Context: an optimization exercise on an open-source flow, tuned for small area and a short achievable clock period. The choices shown serve that exercise and are no tape-out recipe.
The RTL was checked by simulation tests, not by an equivalence proof against the original design.

==> flow/design.v, too long to show whole: its modules and the start of the top module <==
// module fa: 4 lines
// module ha: 4 lines
// module datapath: 1374 lines
module datapath(input   logic              clk, reset, kSelect, nEnable, dEnable,
                input   logic       [1:0]  ndSelect,
                input   logic       [15:0] N, D, IA,
                output  logic       [15:0] result);
  // ...
==> flow/flow/run.sh <==
#!/bin/bash
# The standard layout (the standard.sh) with these changes:
#  - Yosys's quick ABC pass inside `synth` is off (-noabc), so extract_fa
#    sees the full adders as written in the RTL (no inverters between them);
#  - ports are buffered with buf_1 instead of the resizer's default pick;
#  - repair_timing aims for 11.4 ns of setup slack, so that it sizes the
#    critical paths instead of stopping at the (easy) 22 ns clock; it only
#    resizes and swaps pins (no new buffers, no cloning);
#  - a denser core (70 %) and clkbuf_4 clock buffers.
# Each tool's full log stays in orfs/logs/; make's output is in standard_flow.log.
set -euo pipefail
bash standard.sh SYNTH_ARGS=-noabc \
  "BUFFER_PORTS_ARGS=-buffer_cell sky130_fd_sc_hd__buf_1" \
  SETUP_SLACK_MARGIN=11.4 SETUP_MOVE_SEQUENCE=unbuffer,sizeup,swap \
  finish > standard_flow.log 2>&1
==> flow/standard.sh <==
#!/bin/bash
# synth_recipe.tcl (not shown) runs the flow's synth.tcl, then flattens the netlist and writes it again
# the make line also repeats each setting of config.mk as NAME=value (left out here)
make -C /OpenROAD-flow-scripts/flow DESIGN_CONFIG=/design/flow/config.mk WORK_HOME=/design/flow/orfs CLKGATE_MAP_FILE= SYNTH_SCRIPT=/design/flow/synth_recipe.tcl "${@:-finish}"
==> flow/config.mk <==
export PLATFORM = sky130hd
export DESIGN_NAME = datapath
export DESIGN_NICKNAME = datapath
export VERILOG_FILES = /design/flow/design.v
export SDC_FILE = /design/flow/constraint.sdc
export NUM_CORES = 4
export LEC_CHECK = 0
export CAP_MARGIN = 20
export CORE_MARGIN = 2
export CORE_UTILIZATION = 70
export CTS_BUF_LIST = sky130_fd_sc_hd__clkbuf_4
export SLEW_MARGIN = 20
==> flow/constraint.sdc <==
create_clock -name core_clock -period 22.0 [get_ports {clk}]
set_input_delay 4.4000 -clock core_clock [delete_from_list [all_inputs] [get_ports {clk}]]
set_output_delay 4.4000 -clock core_clock [all_outputs]
set_load 0.01 [all_outputs]
==> run_results.csv, run 1 <==
group,metric,value,unit
critical_path,critPathKind,"in2reg",
logic_synthesis,synth_mux_area_share,2.67,%
sta,rsz0062_at_grt,"no",
critical_path,critPathTopFamily,"adder cells",
sta,relSlewSlack,41.7,%
finish,final_common_cell,"nor2_1",
sta,layout_setup_ws,11.53,ns
status,status,"complete, no violations",
drt,wl_met1,13000,um
finish,final_area,12900,um2
finish,instances_no_fill,1478,
finish,num-nonclk-buffers,108,
cts,clk_pin_slew_worst_paths,0.12,ns
grt,grt_max_degree,39,
critical_path,rrSetupSlack,14.46,ns
sta,setup_violations,0,
cts,clk_latency,0.37,ns
sta,final_hold_viol_count,0,
finish,multi_input_area,10900,um2
cts,cts_tree,"done",
finish,finalNetCount,1656,
critical_path,critPathMaxStageDelay,0.61,ns
placed_design,gp_congestion,0.920,
sta,tightest_slew,0.874,ns
drt,routedWlPerCell,24.4,um
logic_synthesis,yosysSeqAreaShare,8.09,%
logic_synthesis,synth_edf_count,0,
sta,layout_min_cycle_time,10.47,ns
grt,use_met3,10.2,%
==> run 2: changes to the inputs <==
--- a/flow/design.v
+++ b/flow/design.v
@@ -1011,369 +1011,232 @@
     assign ra[35] = c610;
     assign rb[35] = s611;
     assign ra[36] = c612;
     assign rb[36] = (K[18] & M[18]);
     wire [36:0] g0 = ra & rb;
     wire [36:0] p0 = ra ^ rb;
     wire gg1 = g0[1] | (p0[1] & g0[0]);
     wire pp1 = p0[1] & p0[0];
-    wire gg2 = g0[2] | (p0[2] & g0[1]);
-    wire pp2 = p0[2] & p0[1];
-    wire gg3 = g0[3] | (p0[3] & g0[2]);
-    wire pp3 = p0[3] & p0[2];
-    wire gg4 = g0[4] | (p0[4] & g0[3]);
-    wire pp4 = p0[4] & p0[3];
-    wire gg5 = g0[5] | (p0[5] & g0[4]);
-    wire pp5 = p0[5] & p0[4];
-    wire gg6 = g0[6] | (p0[6] & g0[5]);
-    wire pp6 = p0[6] & p0[5];
-    wire gg7 = g0[7] | (p0[7] & g0[6]);
-    wire pp7 = p0[7] & p0[6];
-    wire gg8 = g0[8] | (p0[8] & g0[7]);
-    wire pp8 = p0[8] & p0[7];
-    wire gg9 = g0[9] | (p0[9] & g0[8]);
-    wire pp9 = p0[9] & p0[8];
-    wire gg10 = g0[10] | (p0[10] & g0[9]);
-    wire pp10 = p0[10] & p0[9];
-    wire gg11 = g0[11] | (p0[11] & g0[10]);
-    wire pp11 = p0[11] & p0[10];
-    wire gg12 = g0[12] | (p0[12] & g0[11]);
-    wire pp12 = p0[12] & p0[11];
-    wire gg13 = g0[13] | (p0[13] & g0[12]);
-    wire pp13 = p0[13] & p0[12];
-    wire gg14 = g0[14] | (p0[14] & g0[13]);
-    wire pp14 = p0[14] & p0[13];
-    wire gg15 = g0[15] | (p0[15] & g0[14]);
-    wire pp15 = p0[15] & p0[14];
-    wire gg16 = g0[16] | (p0[16] & g0[15]);
-    wire pp16 = p0[16] & p0[15];
-    wire gg17 = g0[17] | (p0[17] & g0[16]);
-    wire pp17 = p0[17] & p0[16];
-    wire gg18 = g0[18] | (p0[18] & g0[17]);
-    wire pp18 = p0[18] & p0[17];
-    wire gg19 = g0[19] | (p0[19] & g0[18]);
-    wire pp19 = p0[19] & p0[18];
-    wire gg20 = g0[20] | (p0[20] & g0[19]);
-    wire pp20 = p0[20] & p0[19];
-    wire gg21 = g0[21] | (p0[21] & g0[20]);
-    wire pp21 = p0[21] & p0[20];
-    wire gg22 = g0[22] | (p0[22] & g0[21]);
-    wire pp22 = p0[22] & p0[21];
-    wire gg23 = g0[23] | (p0[23] & g0[22]);
-    wire pp23 = p0[23] & p0[22];
-    wire gg24 = g0[24] | (p0[24] & g0[23]);
-    wire pp24 = p0[24] & p0[23];
-    wire gg25 = g0[25] | (p0[25] & g0[24]);
-    wire pp25 = p0[25] & p0[24];
-    wire gg26 = g0[26] | (p0[26] & g0[25]);
-    wire pp26 = p0[26] & p0[25];
-    wire gg27 = g0[27] | (p0[27] & g0[26]);
-    wire pp27 = p0[27] & p0[26];
-    wire gg28 = g0[28] | (p0[28] & g0[27]);
-    wire pp28 = p0[28] & p0[27];
-    wire gg29 = g0[29] | (p0[29] & g0[28]);
-    wire pp29 = p0[29] & p0[28];
-    wire gg30 = g0[30] | (p0[30] & g0[29]);
-    wire pp30 = p0[30] & p0[29];
-    wire gg31 = g0[31] | (p0[31] & g0[30]);
-    wire pp31 = p0[31] & p0[30];
-    wire gg32 = g0[32] | (p0[32] & g0[31]);
-    wire pp32 = p0[32] & p0[31];
-    wire gg33 = g0[33] | (p0[33] & g0[32]);
-    wire pp33 = p0[33] & p0[32];
-    wire gg34 = g0[34] | (p0[34] & g0[33]);
-    wire pp34 = p0[34] & p0[33];
-    wire gg35 = g0[35] | (p0[35] & g0[34]);
-    wire pp35 = p0[35] & p0[34];
-    wire gg36 = g0[36] | (p0[36] & g0[35]);
-    wire pp36 = p0[36] & p0[35];
-    wire gg37 = gg2 | (pp2 & g0[0]);
-    wire pp37 = pp2 & p0[0];
-    wire gg38 = gg3 | (pp3 & gg1);
-    wire pp38 = pp3 & pp1;
-    wire gg39 = gg4 | (pp4 & gg2);
-    wire pp39 = pp4 & pp2;
-    wire gg40 = gg5 | (pp5 & gg3);
-    wire pp40 = pp5 & pp3;
-    wire gg41 = gg6 | (pp6 & gg4);
-    wire pp41 = pp6 & pp4;
-    wire gg42 = gg7 | (pp7 & gg5);
-    wire pp42 = pp7 & pp5;
-    wire gg43 = gg8 | (pp8 & gg6);
-    wire pp43 = pp8 & pp6;
-    wire gg44 = gg9 | (pp9 & gg7);
-    wire pp44 = pp9 & pp7;
-    wire gg45 = gg10 | (pp10 & gg8);
-    wire pp45 = pp10 & pp8;
-    wire gg46 = gg11 | (pp11 & gg9);
-    wire pp46 = pp11 & pp9;
-    wire gg47 = gg12 | (pp12 & gg10);
-    wire pp47 = pp12 & pp10;
-    wire gg48 = gg13 | (pp13 & gg11);
-    wire pp48 = pp13 & pp11;
-    wire gg49 = gg14 | (pp14 & gg12);
-    wire pp49 = pp14 & pp12;
-    wire gg50 = gg15 | (pp15 & gg13);
-    wire pp50 = pp15 & pp13;
-    wire gg51 = gg16 | (pp16 & gg14);
-    wire pp51 = pp16 & pp14;
-    wire gg52 = gg17 | (pp17 & gg15);
-    wire pp52 = pp17 & pp15;
-    wire gg53 = gg18 | (pp18 & gg16);
-    wire pp53 = pp18 & pp16;
-    wire gg54 = gg19 | (pp19 & gg17);
-    wire pp54 = pp19 & pp17;
-    wire gg55 = gg20 | (pp20 & gg18);
-    wire pp55 = pp20 & pp18;
-    wire gg56 = gg21 | (pp21 & gg19);
-    wire pp56 = pp21 & pp19;
-    wire gg57 = gg22 | (pp22 & gg20);
-    wire pp57 = pp22 & pp20;
-    wire gg58 = gg23 | (pp23 & gg21);
-    wire pp58 = pp23 & pp21;
-    wire gg59 = gg24 | (pp24 & gg22);
-    wire pp59 = pp24 & pp22;
-    wire gg60 = gg25 | (pp25 & gg23);
-    wire pp60 = pp25 & pp23;
-    wire gg61 = gg26 | (pp26 & gg24);
-    wire pp61 = pp26 & pp24;
-    wire gg62 = gg27 | (pp27 & gg25);
-    wire pp62 = pp27 & pp25;
-    wire gg63 = gg28 | (pp28 & gg26);
-    wire pp63 = pp28 & pp26;
-    wire gg64 = gg29 | (pp29 & gg27);
-    wire pp64 = pp29 & pp27;
-    wire gg65 = gg30 | (pp30 & gg28);
-    wire pp65 = pp30 & pp28;
-    wire gg66 = gg31 | (pp31 & gg29);
-    wire pp66 = pp31 & pp29;
-    wire gg67 = gg32 | (pp32 & gg30);
-    wire pp67 = pp32 & pp30;
-    wire gg68 = gg33 | (pp33 & gg31);
-    wire pp68 = pp33 & pp31;
-    wire gg69 = gg34 | (pp34 & gg32);
-    wire pp69 = pp34 & pp32;
-    wire gg70 = gg35 | (pp35 & gg33);
-    wire pp70 = pp35 & pp33;
-    wire gg71 = gg36 | (pp36 & gg34);
-    wire pp71 = pp36 & pp34;
-    wire gg72 = gg39 | (pp39 & g0[0]);
-    wire pp72 = pp39 & p0[0];
-    wire gg73 = gg40 | (pp40 & gg1);
-    wire pp73 = pp40 & pp1;
-    wire gg74 = gg41 | (pp41 & gg37);
-    wire pp74 = pp41 & pp37;
-    wire gg75 = gg42 | (pp42 & gg38);
-    wire pp75 = pp42 & pp38;
-    wire gg76 = gg43 | (pp43 & gg39);
-    wire pp76 = pp43 & pp39;
-    wire gg77 = gg44 | (pp44 & gg40);
-    wire pp77 = pp44 & pp40;
-    wire gg78 = gg45 | (pp45 & gg41);
-    wire pp78 = pp45 & pp41;
-    wire gg79 = gg46 | (pp46 & gg42);
-    wire pp79 = pp46 & pp42;
-    wire gg80 = gg47 | (pp47 & gg43);
-    wire pp80 = pp47 & pp43;
-    wire gg81 = gg48 | (pp48 & gg44);
-    wire pp81 = pp48 & pp44;
-    wire gg82 = gg49 | (pp49 & gg45);
-    wire pp82 = pp49 & pp45;
-    wire gg83 = gg50 | (pp50 & gg46);
-    wire pp83 = pp50 & pp46;
-    wire gg84 = gg51 | (pp51 & gg47);
-    wire pp84 = pp51 & pp47;
-    wire gg85 = gg52 | (pp52 & gg48);
-    wire pp85 = pp52 & pp48;
-    wire gg86 = gg53 | (pp53 & gg49);
-    wire pp86 = pp53 & pp49;
-    wire gg87 = gg54 | (pp54 & gg50);
-    wire pp87 = pp54 & pp50;
-    wire gg88 = gg55 | (pp55 & gg51);
-    wire pp88 = pp55 & pp51;
-    wire gg89 = gg56 | (pp56 & gg52);
-    wire pp89 = pp56 & pp52;
-    wire gg90 = gg57 | (pp57 & gg53);
-    wire pp90 = pp57 & pp53;
-    wire gg91 = gg58 | (pp58 & gg54);
-    wire pp91 = pp58 & pp54;
-    wire gg92 = gg59 | (pp59 & gg55);
-    wire pp92 = pp59 & pp55;
-    wire gg93 = gg60 | (pp60 & gg56);
-    wire pp93 = pp60 & pp56;
-    wire gg94 = gg61 | (pp61 & gg57);
-    wire pp94 = pp61 & pp57;
-    wire gg95 = gg62 | (pp62 & gg58);
-    wire pp95 = pp62 & pp58;
-    wire gg96 = gg63 | (pp63 & gg59);
-    wire pp96 = pp63 & pp59;
-    wire gg97 = gg64 | (pp64 & gg60);
-    wire pp97 = pp64 & pp60;
-    wire gg98 = gg65 | (pp65 & gg61);
-    wire pp98 = pp65 & pp61;
-    wire gg99 = gg66 | (pp66 & gg62);
-    wire pp99 = pp66 & pp62;
-    wire gg100 = gg67 | (pp67 & gg63);
-    wire pp100 = pp67 & pp63;
-    wire gg101 = gg68 | (pp68 & gg64);
-    wire pp101 = pp68 & pp64;
-    wire gg102 = gg69 | (pp69 & gg65);
-    wire pp102 = pp69 & pp65;
-    wire gg103 = gg70 | (pp70 & gg66);
-    wire pp103 = pp70 & pp66;
-    wire gg104 = gg71 | (pp71 & gg67);
-    wire pp104 = pp71 & pp67;
-    wire gg105 = gg76 | (pp76 & g0[0]);
-    wire pp105 = pp76 & p0[0];
-    wire gg106 = gg77 | (pp77 & gg1);
-    wire pp106 = pp77 & pp1;
-    wire gg107 = gg78 | (pp78 & gg37);
-    wire pp107 = pp78 & pp37;
-    wire gg108 = gg79 | (pp79 & gg38);
-    wire pp108 = pp79 & pp38;
-    wire gg109 = gg80 | (pp80 & gg72);
-    wire pp109 = pp80 & pp72;
-    wire gg110 = gg81 | (pp81 & gg73);
-    wire pp110 = pp81 & pp73;
-    wire gg111 = gg82 | (pp82 & gg74);
-    wire pp111 = pp82 & pp74;
-    wire gg112 = gg83 | (pp83 & gg75);
-    wire pp112 = pp83 & pp75;
-    wire gg113 = gg84 | (pp84 & gg76);
-    wire pp113 = pp84 & pp76;
-    wire gg114 = gg85 | (pp85 & gg77);
-    wire pp114 = pp85 & pp77;
-    wire gg115 = gg86 | (pp86 & gg78);
-    wire pp115 = pp86 & pp78;
-    wire gg116 = gg87 | (pp87 & gg79);
-    wire pp116 = pp87 & pp79;
-    wire gg117 = gg88 | (pp88 & gg80);
-    wire pp117 = pp88 & pp80;
-    wire gg118 = gg89 | (pp89 & gg81);
-    wire pp118 = pp89 & pp81;
-    wire gg119 = gg90 | (pp90 & gg82);
-    wire pp119 = pp90 & pp82;
-    wire gg120 = gg91 | (pp91 & gg83);
-    wire pp120 = pp91 & pp83;
-    wire gg121 = gg92 | (pp92 & gg84);
-    wire pp121 = pp92 & pp84;
-    wire gg122 = gg93 | (pp93 & gg85);
-    wire pp122 = pp93 & pp85;
-    wire gg123 = gg94 | (pp94 & gg86);
-    wire pp123 = pp94 & pp86;
-    wire gg124 = gg95 | (pp95 & gg87);
-    wire pp124 = pp95 & pp87;
-    wire gg125 = gg96 | (pp96 & gg88);
-    wire pp125 = pp96 & pp88;
-    wire gg126 = gg97 | (pp97 & gg89);
-    wire pp126 = pp97 & pp89;
-    wire gg127 = gg98 | (pp98 & gg90);
-    wire pp127 = pp98 & pp90;
-    wire gg128 = gg99 | (pp99 & gg91);
-    wire pp128 = pp99 & pp91;
-    wire gg129 = gg100 | (pp100 & gg92);
-    wire pp129 = pp100 & pp92;
-    wire gg130 = gg101 | (pp101 & gg93);
-    wire pp130 = pp101 & pp93;
-    wire gg131 = gg102 | (pp102 & gg94);
-    wire pp131 = pp102 & pp94;
-    wire gg132 = gg103 | (pp103 & gg95);
-    wire pp132 = pp103 & pp95;
-    wire gg133 = gg104 | (pp104 & gg96);
-    wire pp133 = pp104 & pp96;
-    wire gg134 = gg113 | (pp113 & g0[0]);
-    wire pp134 = pp113 & p0[0];
-    wire gg135 = gg114 | (pp114 & gg1);
-    wire pp135 = pp114 & pp1;
-    wire gg136 = gg115 | (pp115 & gg37);
-    wire pp136 = pp115 & pp37;
-    wire gg137 = gg116 | (pp116 & gg38);
-    wire pp137 = pp116 & pp38;
-    wire gg138 = gg117 | (pp117 & gg72);
-    wire pp138 = pp117 & pp72;
-    wire gg139 = gg118 | (pp118 & gg73);
-    wire pp139 = pp118 & pp73;
-    wire gg140 = gg119 | (pp119 & gg74);
-    wire pp140 = pp119 & pp74;
-    wire gg141 = gg120 | (pp120 & gg75);
-    wire pp141 = pp120 & pp75;
-    wire gg142 = gg121 | (pp121 & gg105);
-    wire pp142 = pp121 & pp105;
-    wire gg143 = gg122 | (pp122 & gg106);
-    wire pp143 = pp122 & pp106;
-    wire gg144 = gg123 | (pp123 & gg107);
-    wire pp144 = pp123 & pp107;
-    wire gg145 = gg124 | (pp124 & gg108);
-    wire pp145 = pp124 & pp108;
-    wire gg146 = gg125 | (pp125 & gg109);
-    wire pp146 = pp125 & pp109;
-    wire gg147 = gg126 | (pp126 & gg110);
-    wire pp147 = pp126 & pp110;
-    wire gg148 = gg127 | (pp127 & gg111);
-    wire pp148 = pp127 & pp111;
-    wire gg149 = gg128 | (pp128 & gg112);
-    wire pp149 = pp128 & pp112;
-    wire gg150 = gg129 | (pp129 & gg113);
-    wire pp150 = pp129 & pp113;
-    wire gg151 = gg130 | (pp130 & gg114);
-    wire pp151 = pp130 & pp114;
-    wire gg152 = gg131 | (pp131 & gg115);
-    wire pp152 = pp131 & pp115;
-    wire gg153 = gg132 | (pp132 & gg116);
-    wire pp153 = pp132 & pp116;
-    wire gg154 = gg133 | (pp133 & gg117);
-    wire pp154 = pp133 & pp117;
-    wire gg155 = gg150 | (pp150 & g0[0]);
-    wire pp155 = pp150 & p0[0];
-    wire gg156 = gg151 | (pp151 & gg1);
-    wire pp156 = pp151 & pp1;
-    wire gg157 = gg152 | (pp152 & gg37);
-    wire pp157 = pp152 & pp37;
-    wire gg158 = gg153 | (pp153 & gg38);
-    wire pp158 = pp153 & pp38;
-    wire gg159 = gg154 | (pp154 & gg72);
-    wire pp159 = pp154 & pp72;
-    assign ps[0] = p0[0];
-    assign ps[1] = p0[1] ^ g0[0];
-    assign ps[2] = p0[2] ^ gg1;
-    assign ps[3] = p0[3] ^ gg37;
-    assign ps[4] = p0[4] ^ gg38;
-    assign ps[5] = p0[5] ^ gg72;
-    assign ps[6] = p0[6] ^ gg73;
-    assign ps[7] = p0[7] ^ gg74;
-    assign ps[8] = p0[8] ^ gg75;
-    assign ps[9] = p0[9] ^ gg105;
-    assign ps[10] = p0[10] ^ gg106;
-    assign ps[11] = p0[11] ^ gg107;
-    assign ps[12] = p0[12] ^ gg108;
-    assign ps[13] = p0[13] ^ gg109;
-    assign ps[14] = p0[14] ^ gg110;
-    assign ps[15] = p0[15] ^ gg111;
-    assign ps[16] = p0[16] ^ gg112;
-    assign ps[17] = p0[17] ^ gg134;
-    assign ps[18] = p0[18] ^ gg135;
-    assign ps[19] = p0[19] ^ gg136;
-    assign ps[20] = p0[20] ^ gg137;
-    assign ps[21] = p0[21] ^ gg138;
-    assign ps[22] = p0[22] ^ gg139;
-    assign ps[23] = p0[23] ^ gg140;
-    assign ps[24] = p0[24] ^ gg141;
-    assign ps[25] = p0[25] ^ gg142;
-    assign ps[26] = p0[26] ^ gg143;
-    assign ps[27] = p0[27] ^ gg144;
-    assign ps[28] = p0[28] ^ gg145;
-    assign ps[29] = p0[29] ^ gg146;
-    assign ps[30] = p0[30] ^ gg147;
-    assign ps[31] = p0[31] ^ gg148;
-    assign ps[32] = p0[32] ^ gg149;
-    assign ps[33] = p0[33] ^ gg155;
-    assign ps[34] = p0[34] ^ gg156;
-    assign ps[35] = p0[35] ^ gg157;
-    assign ps[36] = p0[36] ^ gg158;
+    wire gg2 = g0[3] | (p0[3] & g0[2]);
+    wire pp2 = p0[3] & p0[2];
+    wire gg3 = g0[5] | (p0[5] & g0[4]);
+    wire pp3 = p0[5] & p0[4];
+    wire gg4 = g0[7] | (p0[7] & g0[6]);
+    wire pp4 = p0[7] & p0[6];
+    wire gg5 = g0[9] | (p0[9] & g0[8]);
+    wire pp5 = p0[9] & p0[8];
+    wire gg6 = g0[11] | (p0[11] & g0[10]);
+    wire pp6 = p0[11] & p0[10];
+    wire gg7 = g0[13] | (p0[13] & g0[12]);
+    wire pp7 = p0[13] & p0[12];
+    wire gg8 = g0[15] | (p0[15] & g0[14]);
+    wire pp8 = p0[15] & p0[14];
+    wire gg9 = g0[17] | (p0[17] & g0[16]);
+    wire pp9 = p0[17] & p0[16];
+    wire gg10 = g0[19] | (p0[19] & g0[18]);
+    wire pp10 = p0[19] & p0[18];
+    wire gg11 = g0[21] | (p0[21] & g0[20]);
+    wire pp11 = p0[21] & p0[20];
+    wire gg12 = g0[23] | (p0[23] & g0[22]);
+    wire pp12 = p0[23] & p0[22];
+    wire gg13 = g0[25] | (p0[25] & g0[24]);
+    wire pp13 = p0[25] & p0[24];
+    wire gg14 = g0[27] | (p0[27] & g0[26]);
+    wire pp14 = p0[27] & p0[26];
+    wire gg15 = g0[29] | (p0[29] & g0[28]);
+    wire pp15 = p0[29] & p0[28];
+    wire gg16 = g0[31] | (p0[31] & g0[30]);
+    wire pp16 = p0[31] & p0[30];
+    wire gg17 = g0[33] | (p0[33] & g0[32]);
+    wire pp17 = p0[33] & p0[32];
+    wire gg18 = g0[35] | (p0[35] & g0[34]);
+    wire pp18 = p0[35] & p0[34];
+    wire gg19 = g0[2] | (p0[2] & gg1);
+    wire pp19 = p0[2] & pp1;
+    wire gg20 = gg2 | (pp2 & gg1);
+    wire pp20 = pp2 & pp1;
+    wire gg21 = g0[6] | (p0[6] & gg3);
+    wire pp21 = p0[6] & pp3;
+    wire gg22 = gg4 | (pp4 & gg3);
+    wire pp22 = pp4 & pp3;
+    wire gg23 = g0[10] | (p0[10] & gg5);
+    wire pp23 = p0[10] & pp5;
+    wire gg24 = gg6 | (pp6 & gg5);
+    wire pp24 = pp6 & pp5;
+    wire gg25 = g0[14] | (p0[14] & gg7);
+    wire pp25 = p0[14] & pp7;
+    wire gg26 = gg8 | (pp8 & gg7);
+    wire pp26 = pp8 & pp7;
+    wire gg27 = g0[18] | (p0[18] & gg9);
+    wire pp27 = p0[18] & pp9;
+    wire gg28 = gg10 | (pp10 & gg9);
+    wire pp28 = pp10 & pp9;
+    wire gg29 = g0[22] | (p0[22] & gg11);
+    wire pp29 = p0[22] & pp11;
+    wire gg30 = gg12 | (pp12 & gg11);
+    wire pp30 = pp12 & pp11;
+    wire gg31 = g0[26] | (p0[26] & gg13);
+    wire pp31 = p0[26] & pp13;
+    wire gg32 = gg14 | (pp14 & gg13);
+    wire pp32 = pp14 & pp13;
+    wire gg33 = g0[30] | (p0[30] & gg15);
+    wire pp33 = p0[30] & pp15;
+    wire gg34 = gg16 | (pp16 & gg15);
+    wire pp34 = pp16 & pp15;
+    wire gg35 = g0[34] | (p0[34] & gg17);
+    wire pp35 = p0[34] & pp17;
+    wire gg36 = gg18 | (pp18 & gg17);
+    wire pp36 = pp18 & pp17;
+    wire gg37 = g0[4] | (p0[4] & gg20);
+    wire pp37 = p0[4] & pp20;
+    wire gg38 = gg3 | (pp3 & gg20);
+    wire pp38 = pp3 & pp20;
+    wire gg39 = gg21 | (pp21 & gg20);
+    wire pp39 = pp21 & pp20;
+    wire gg40 = gg22 | (pp22 & gg20);
+    wire pp40 = pp22 & pp20;
+    wire gg41 = g0[12] | (p0[12] & gg24);
+    wire pp41 = p0[12] & pp24;
+    wire gg42 = gg7 | (pp7 & gg24);
+    wire pp42 = pp7 & pp24;
+    wire gg43 = gg25 | (pp25 & gg24);
+    wire pp43 = pp25 & pp24;
+    wire gg44 = gg26 | (pp26 & gg24);
+    wire pp44 = pp26 & pp24;
+    wire gg45 = g0[20] | (p0[20] & gg28);
+    wire pp45 = p0[20] & pp28;
+    wire gg46 = gg11 | (pp11 & gg28);
+    wire pp46 = pp11 & pp28;
+    wire gg47 = gg29 | (pp29 & gg28);
+    wire pp47 = pp29 & pp28;
+    wire gg48 = gg30 | (pp30 & gg28);
+    wire pp48 = pp30 & pp28;
+    wire gg49 = g0[28] | (p0[28] & gg32);
+    wire pp49 = p0[28] & pp32;
+    wire gg50 = gg15 | (pp15 & gg32);
+    wire pp50 = pp15 & pp32;
+    wire gg51 = gg33 | (pp33 & gg32);
+    wire pp51 = pp33 & pp32;
+    wire gg52 = gg34 | (pp34 & gg32);
+    wire pp52 = pp34 & pp32;
+    wire gg53 = g0[36] | (p0[36] & gg36);
+    wire pp53 = p0[36] & pp36;
+    wire gg54 = g0[8] | (p0[8] & gg40);
+    wire pp54 = p0[8] & pp40;
+    wire gg55 = gg5 | (pp5 & gg40);
+    wire pp55 = pp5 & pp40;
+    wire gg56 = gg23 | (pp23 & gg40);
+    wire pp56 = pp23 & pp40;
+    wire gg57 = gg24 | (pp24 & gg40);
+    wire pp57 = pp24 & pp40;
+    wire gg58 = gg41 | (pp41 & gg40);
+    wire pp58 = pp41 & pp40;
+    wire gg59 = gg42 | (pp42 & gg40);
+    wire pp59 = pp42 & pp40;
+    wire gg60 = gg43 | (pp43 & gg40);
+    wire pp60 = pp43 & pp40;
+    wire gg61 = gg44 | (pp44 & gg40);
+    wire pp61 = pp44 & pp40;
+    wire gg62 = g0[24] | (p0[24] & gg48);
+    wire pp62 = p0[24] & pp48;
+    wire gg63 = gg13 | (pp13 & gg48);
+    wire pp63 = pp13 & pp48;
+    wire gg64 = gg31 | (pp31 & gg48);
+    wire pp64 = pp31 & pp48;
+    wire gg65 = gg32 | (pp32 & gg48);
+    wire pp65 = pp32 & pp48;
+    wire gg66 = gg49 | (pp49 & gg48);
+    wire pp66 = pp49 & pp48;
+    wire gg67 = gg50 | (pp50 & gg48);
+    wire pp67 = pp50 & pp48;
+    wire gg68 = gg51 | (pp51 & gg48);
+    wire pp68 = pp51 & pp48;
+    wire gg69 = gg52 | (pp52 & gg48);
+    wire pp69 = pp52 & pp48;
+    wire gg70 = g0[16] | (p0[16] & gg61);
+    wire pp70 = p0[16] & pp61;
+    wire gg71 = gg9 | (pp9 & gg61);
+    wire pp71 = pp9 & pp61;
+    wire gg72 = gg27 | (pp27 & gg61);
+    wire pp72 = pp27 & pp61;
+    wire gg73 = gg28 | (pp28 & gg61);
+    wire pp73 = pp28 & pp61;
+    wire gg74 = gg45 | (pp45 & gg61);
+    wire pp74 = pp45 & pp61;
+    wire gg75 = gg46 | (pp46 & gg61);
+    wire pp75 = pp46 & pp61;
+    wire gg76 = gg47 | (pp47 & gg61);
+    wire pp76 = pp47 & pp61;
+    wire gg77 = gg48 | (pp48 & gg61);
+    wire pp77 = pp48 & pp61;
+    wire gg78 = gg62 | (pp62 & gg61);
+    wire pp78 = pp62 & pp61;
+    wire gg79 = gg63 | (pp63 & gg61);
+    wire pp79 = pp63 & pp61;
+    wire gg80 = gg64 | (pp64 & gg61);
+    wire pp80 = pp64 & pp61;
+    wire gg81 = gg65 | (pp65 & gg61);
+    wire pp81 = pp65 & pp61;
+    wire gg82 = gg66 | (pp66 & gg61);
+    wire pp82 = pp66 & pp61;
+    wire gg83 = gg67 | (pp67 & gg61);
+    wire pp83 = pp67 & pp61;
+    wire gg84 = gg68 | (pp68 & gg61);
+    wire pp84 = pp68 & pp61;
+    wire gg85 = gg69 | (pp69 & gg61);
+    wire pp85 = pp69 & pp61;
+    wire gg86 = g0[32] | (p0[32] & gg85);
+    wire pp86 = p0[32] & pp85;
+    wire gg87 = gg17 | (pp17 & gg85);
+    wire pp87 = pp17 & pp85;
+    wire gg88 = gg35 | (pp35 & gg85);
+    wire pp88 = pp35 & pp85;
+    wire gg89 = gg36 | (pp36 & gg85);
+    wire pp89 = pp36 & pp85;
+    wire gg90 = gg53 | (pp53 & gg85);
+    wire pp90 = pp53 & pp85;
+    wire [36:0] x0 = ra ^ rb;
+    assign ps[0] = x0[0];
+    assign ps[1] = x0[1] ^ g0[0];
+    assign ps[2] = x0[2] ^ gg1;
+    assign ps[3] = x0[3] ^ gg19;
+    assign ps[4] = x0[4] ^ gg20;
+    assign ps[5] = x0[5] ^ gg37;
+    assign ps[6] = x0[6] ^ gg38;
+    assign ps[7] = x0[7] ^ gg39;
+    assign ps[8] = x0[8] ^ gg40;
+    assign ps[9] = x0[9] ^ gg54;
+    assign ps[10] = x0[10] ^ gg55;
+    assign ps[11] = x0[11] ^ gg56;
+    assign ps[12] = x0[12] ^ gg57;
+    assign ps[13] = x0[13] ^ gg58;
+    assign ps[14] = x0[14] ^ gg59;
+    assign ps[15] = x0[15] ^ gg60;
+    assign ps[16] = x0[16] ^ gg61;
+    assign ps[17] = x0[17] ^ gg70;
+    assign ps[18] = x0[18] ^ gg71;
+    assign ps[19] = x0[19] ^ gg72;
+    assign ps[20] = x0[20] ^ gg73;
+    assign ps[21] = x0[21] ^ gg74;
+    assign ps[22] = x0[22] ^ gg75;
+    assign ps[23] = x0[23] ^ gg76;
+    assign ps[24] = x0[24] ^ gg77;
+    assign ps[25] = x0[25] ^ gg78;
+    assign ps[26] = x0[26] ^ gg79;
+    assign ps[27] = x0[27] ^ gg80;
+    assign ps[28] = x0[28] ^ gg81;
+    assign ps[29] = x0[29] ^ gg82;
+    assign ps[30] = x0[30] ^ gg83;
+    assign ps[31] = x0[31] ^ gg84;
+    assign ps[32] = x0[32] ^ gg85;
+    assign ps[33] = x0[33] ^ gg86;
+    assign ps[34] = x0[34] ^ gg87;
+    assign ps[35] = x0[35] ^ gg88;
+    assign ps[36] = x0[36] ^ gg89;
     assign R = {ps[36:19], ps[17] & (ps[18] | ps[16])};
     always_ff @(posedge clk, posedge reset)
         if (reset) begin
             regN <= 19'd0;
             regD <= 19'd0;
         end else begin
             if (nEnable) regN <= R;
             if (dEnable) regD <= R;
==> flow/flow/run.sh (replaced) <==
#!/bin/bash
# The standard layout (the standard.sh) with these changes:
#  - Yosys's quick ABC pass inside `synth` is off (-noabc), so extract_fa
#    sees the full adders as written in the RTL (no inverters between them);
#  - ports are buffered with buf_1 instead of the resizer's default pick;
#  - repair_timing aims for 11.4 ns of setup slack, so that it sizes the
#    critical paths instead of stopping at the (easy) 22 ns clock; it only
#    resizes and swaps pins (no new buffers, no cloning);
#  - a denser core (70 %) and clkbuf_8 clock buffers.
# Each tool's full log stays in orfs/logs/; make's output is in standard_flow.log.
set -euo pipefail
bash standard.sh SYNTH_ARGS=-noabc \
  "BUFFER_PORTS_ARGS=-buffer_cell sky130_fd_sc_hd__buf_1" \
  SETUP_SLACK_MARGIN=11.4 SETUP_MOVE_SEQUENCE=unbuffer,sizeup,swap \
  finish > standard_flow.log 2>&1
==> flow/config.mk (replaced) <==
export PLATFORM = sky130hd
export DESIGN_NAME = datapath
export DESIGN_NICKNAME = datapath
export VERILOG_FILES = /design/flow/design.v
export SDC_FILE = /design/flow/constraint.sdc
export NUM_CORES = 4
export LEC_CHECK = 0
export CAP_MARGIN = 20
export CORE_MARGIN = 2
export CORE_UTILIZATION = 70
export CTS_BUF_LIST = sky130_fd_sc_hd__clkbuf_8
export SLEW_MARGIN = 20
==> run 2 against run 1 <==
First-iteration DRC count increased by 0.88%. Critical endpoint is now regD[12]$_DFFE_PP0P_. Worst hold slack got worse by 0.012 ns. Critical path type unchanged. Wire length decreased by 6.0%. Area after synthesis decreased by 4.7%. Cell area decreased by 3.5%. Sequential cell count unchanged. Via count decreased by 9.0%. Clock skew increased by 0.00069 ns.
==> run_results.csv, run 2 <==
group,metric,value,unit
logic_synthesis,synth_cell_types,63,
placed_design,placed_cell_area,11800,um2
cts,cts_tree,"done",
drt,totalWireLength,33900,um
drt,ant_nets,0,
finish,drive_above_1_share,18.2,%
grt,grt.overflow.total,0,
logic_synthesis,ys_warn_count,1,
logic_synthesis,synth.top_cell.area_share,51.8,%
drt,routedWlPerCell,24.9,um
placed_design,dp_hpwl,23800,um
logic_synthesis,synthArstFlopShare,100,%
critical_path,start_kind,"input port",
cts,clk_latency,0.31,ns
sta,layout_min_cycle_time,10.69,ns
logic_synthesis,netlist_top_cells_area,"fa_1 (52%), nor2_1 (13%), dfrtp_1 (8.5%)",
cts,cts_hold_buf,0,
grt,antenna_found_initial,0,
logic_synthesis,synth_most_common_cell,"nor2_1",
die,fp.coreArea,15800,um2
drt,first_iter_violations,807,
logic_synthesis,synth_top_area_cell,"fa_1",
cts,cts_buffers,5,
cts,cts.path.max_buffers,2,
grt,grt_pass1_wl,52500,um
critical_path,critPathKind,"in2reg",
critical_path,crit_fanout,33,
die,die_h,131,um
sta,tightest_slew,1.00,ns
die,initial_core_util,71.1,%
critical_path,reg2reg_depth,24,
finish,regArea,951,um2
sta,setup_violations,0,
sta,final.setup_skew,0.00912,ns
logic_synthesis,synth_ff_type,"dfrtp_1",
finish,syn_to_final_growth,11.0,%
finish,final_common_cell,"nor2_1",
logic_synthesis,synth_edf_count,0,
finish,top_regs,"regD: 19 flops, regN: 19 flops",
grt,grt_use_total,41.6,%
die,dieArea,17000,um2
run,drv_cap,0,
finish,antennaDiodeCount,0,
sta,max_freq,93.5,MHz
logic_synthesis,yosysSeqAreaShare,8.48,%
drt,vias_per_cell,6.70,
sta,report.final.slew_viol_count,0,
sta,tns,0,ns
drt,dr_total_vias,9130,
grt,grt_max_degree,39,
grt,grt_pass1_vias,9868,
cts,clock-sinks,38,
logic_synthesis,syn_inst,1118,
sta,rsz0062_at_grt,"yes",
finish,fill_cells,1072,
logic_synthesis,ys_ff_latch,38,
cts,clk_pin_slew_worst_paths,0.09,ns
finish,finalNetCount,1547,
die,dieWidth,131,um
die,rows,46,
cts,cts_htree_levels,2,
drt,drcViolationCount,0,
status,status,"complete, no violations",
placed_design,gp_congestion,0.917,
worst_hold_path,min_path_cells,1,
sta,period_share,48.6,%
finish,final_area,12400,um2
critical_path,cp_data_required_time,22.20,ns
finish,final_cell_mix,"nor2_1 (339), fa_1 (261), buf_1 (68), nor2_2 (47), ha_1 (47)",
sta,final_hold_viol_count,0,
finish,multi_input_area,10500,um2
placed_design,port_buffers,70,
logic_synthesis,syn_nets,1520,
critical_path,critPathArrivalTime,10.90,ns
worst_hold_path,min_path_type,"reg2reg",
logic_synthesis,syn_area_per_cell,10.0,um2
die,boundaryPins,71,
cts,cts_setup_buffers,0,
cts,root_buffer,"clkbuf_8",
logic_synthesis,synth_area,11200,um2
logic_synthesis,synth_common_cells,"nor2_1 (387), fa_1 (290), ha_1 (57)",
sta,relSlewSlack,33.0,%
critical_path,end_kind,"flip-flop",
drt,dr.pass1.iters,6,
-- run 2: changes by cell type after synthesis, moves of 6 or more --
cell      delta
nand3_1     -13
nand2b_1     -6
o211ai_1     -9
a21oi_1     -13
o21ai_0     -11
mux2_2       +6
a21o_1       -7
clkbuf_1    -10
-- run 2: worst max-delay path, stage by stage --
cell,delay (ns)
buf_12,0.09
ha_4,0.21
clkinv_8,0.20
o21ai_4,0.69
nor2_1,0.15
fa_1,0.54
fa_1,0.62
fa_2,0.47
fa_2,0.35
fa_1,0.49
fa_2,0.62
ha_4,0.22
a21o_1,0.15
a21o_1,0.19
a221o_2,0.43
nand2_2,0.10
o21ai_4,0.07
a211o_1,0.32
a211o_1,0.31
a31o_2,0.23
-- run 2: final timing paths --
| kind | from | to | slack, ns |
|---|---|---|---|
| min | regN[1]$_DFFE_PP0P_ | regN[1]$_DFFE_PP0P_ | 0.52 |
| max reg2reg | regD[3]$_DFFE_PP0P_ | regD[12]$_DFFE_PP0P_ | 14.20 |
| min in group asynchronous | reset | regN[1]$_DFFE_PP0P_ | 4.18 |
| max | ndSelect[0] | regD[12]$_DFFE_PP0P_ | 11.31 |
| min reg2reg | regN[1]$_DFFE_PP0P_ | regN[1]$_DFFE_PP0P_ | 0.52 |
| max in group asynchronous | reset | regD[14]$_DFFE_PP0P_ | 17.46 |
-- run 2: final cells by class --
class | count | share of cell area (%)
Inverter | 12 | 0.563
Clock inverter | 2 | 0.483
Multi-Input combinational cell | 996 | 84.7
Timing Repair Buffer | 92 | 3.80
Sequential cell | 38 | 7.64
Tap cell | 216 | 2.17
Clock buffer | 6 | 0.664
-- run 2: what timing repair did --
action                     CTS  global route
pin swaps                   63            44
setup endpoints to repair   38            26
resized for setup          102            38
hold endpoints to repair     0             0
-- run 2: kinds of logic after synthesis --
logic type / Yosys count / share of synthesized area [%]
and+or+nand+nor: 476 / 17.0
adders and majority gates: 347 / 58.1
AOI/OAI and AO/OA: 110 / 7.29
buffers and inverters: 84 / 3.50
DFF: 38 / 8.48
xor gates and xnor gates: 32 / 2.50
muxes: 31 / 3.10
-- run 2: metrics by stage --
step                      util, %  worst slack (ns)  hold WS, ns  instances
after floorplan                 -             11.40        0.477       1118
after global placement       74.9             10.19        0.495       1354
after detailed placement     74.9             10.08        0.500       1354
after CTS                    77.9             11.40        0.520       1362
after global routing         78.9             11.17        0.542       1362
final                        78.9             11.31        0.516       1362
-- run 2: metal layers --
layer / part of all wire, % / global-route usage [%]
met1: 35 / 51.3
met2: 50 / 69.5
met3: 9.6 / 9.32
met4: 5.0 / 21.7
met5: 0 / 0

==> separate check: timing with driven ports <==
In the flow no input, the clock included, has a driving cell. The finished layouts below were timed again as built, in two steps. Step 1 assumes that a clkbuf_16 drives the clock port and a buf_2 every other input. Step 2, shift: input delay + t, output delay - t, t = (earliest + latest rising clock arrival at the registers) / 2. This alone moves slack from input paths to output paths. a / b / c = no drivers / after step 1 / after step 2; a / b = the first two.
run | shift t [ns] | slack for setup (ns) | latest minus earliest clock arrival (ns) | worst slew at a driven data input, ns | cell pins on the clock port's net
run 1 | 0.394 | 11.535 / 11.515 / 11.122 | 0.009 / 0.009 | 0.05 | 1
run 2 | 0.342 | 11.308 / 11.265 / 10.923 | 0.009 / 0.010 | 0.07 | 1
After both steps setup and hold are still met in every run listed. The setup slack of run 1, which loses most, moves by -0.020 ns with the drivers and by -0.413 ns with both steps.
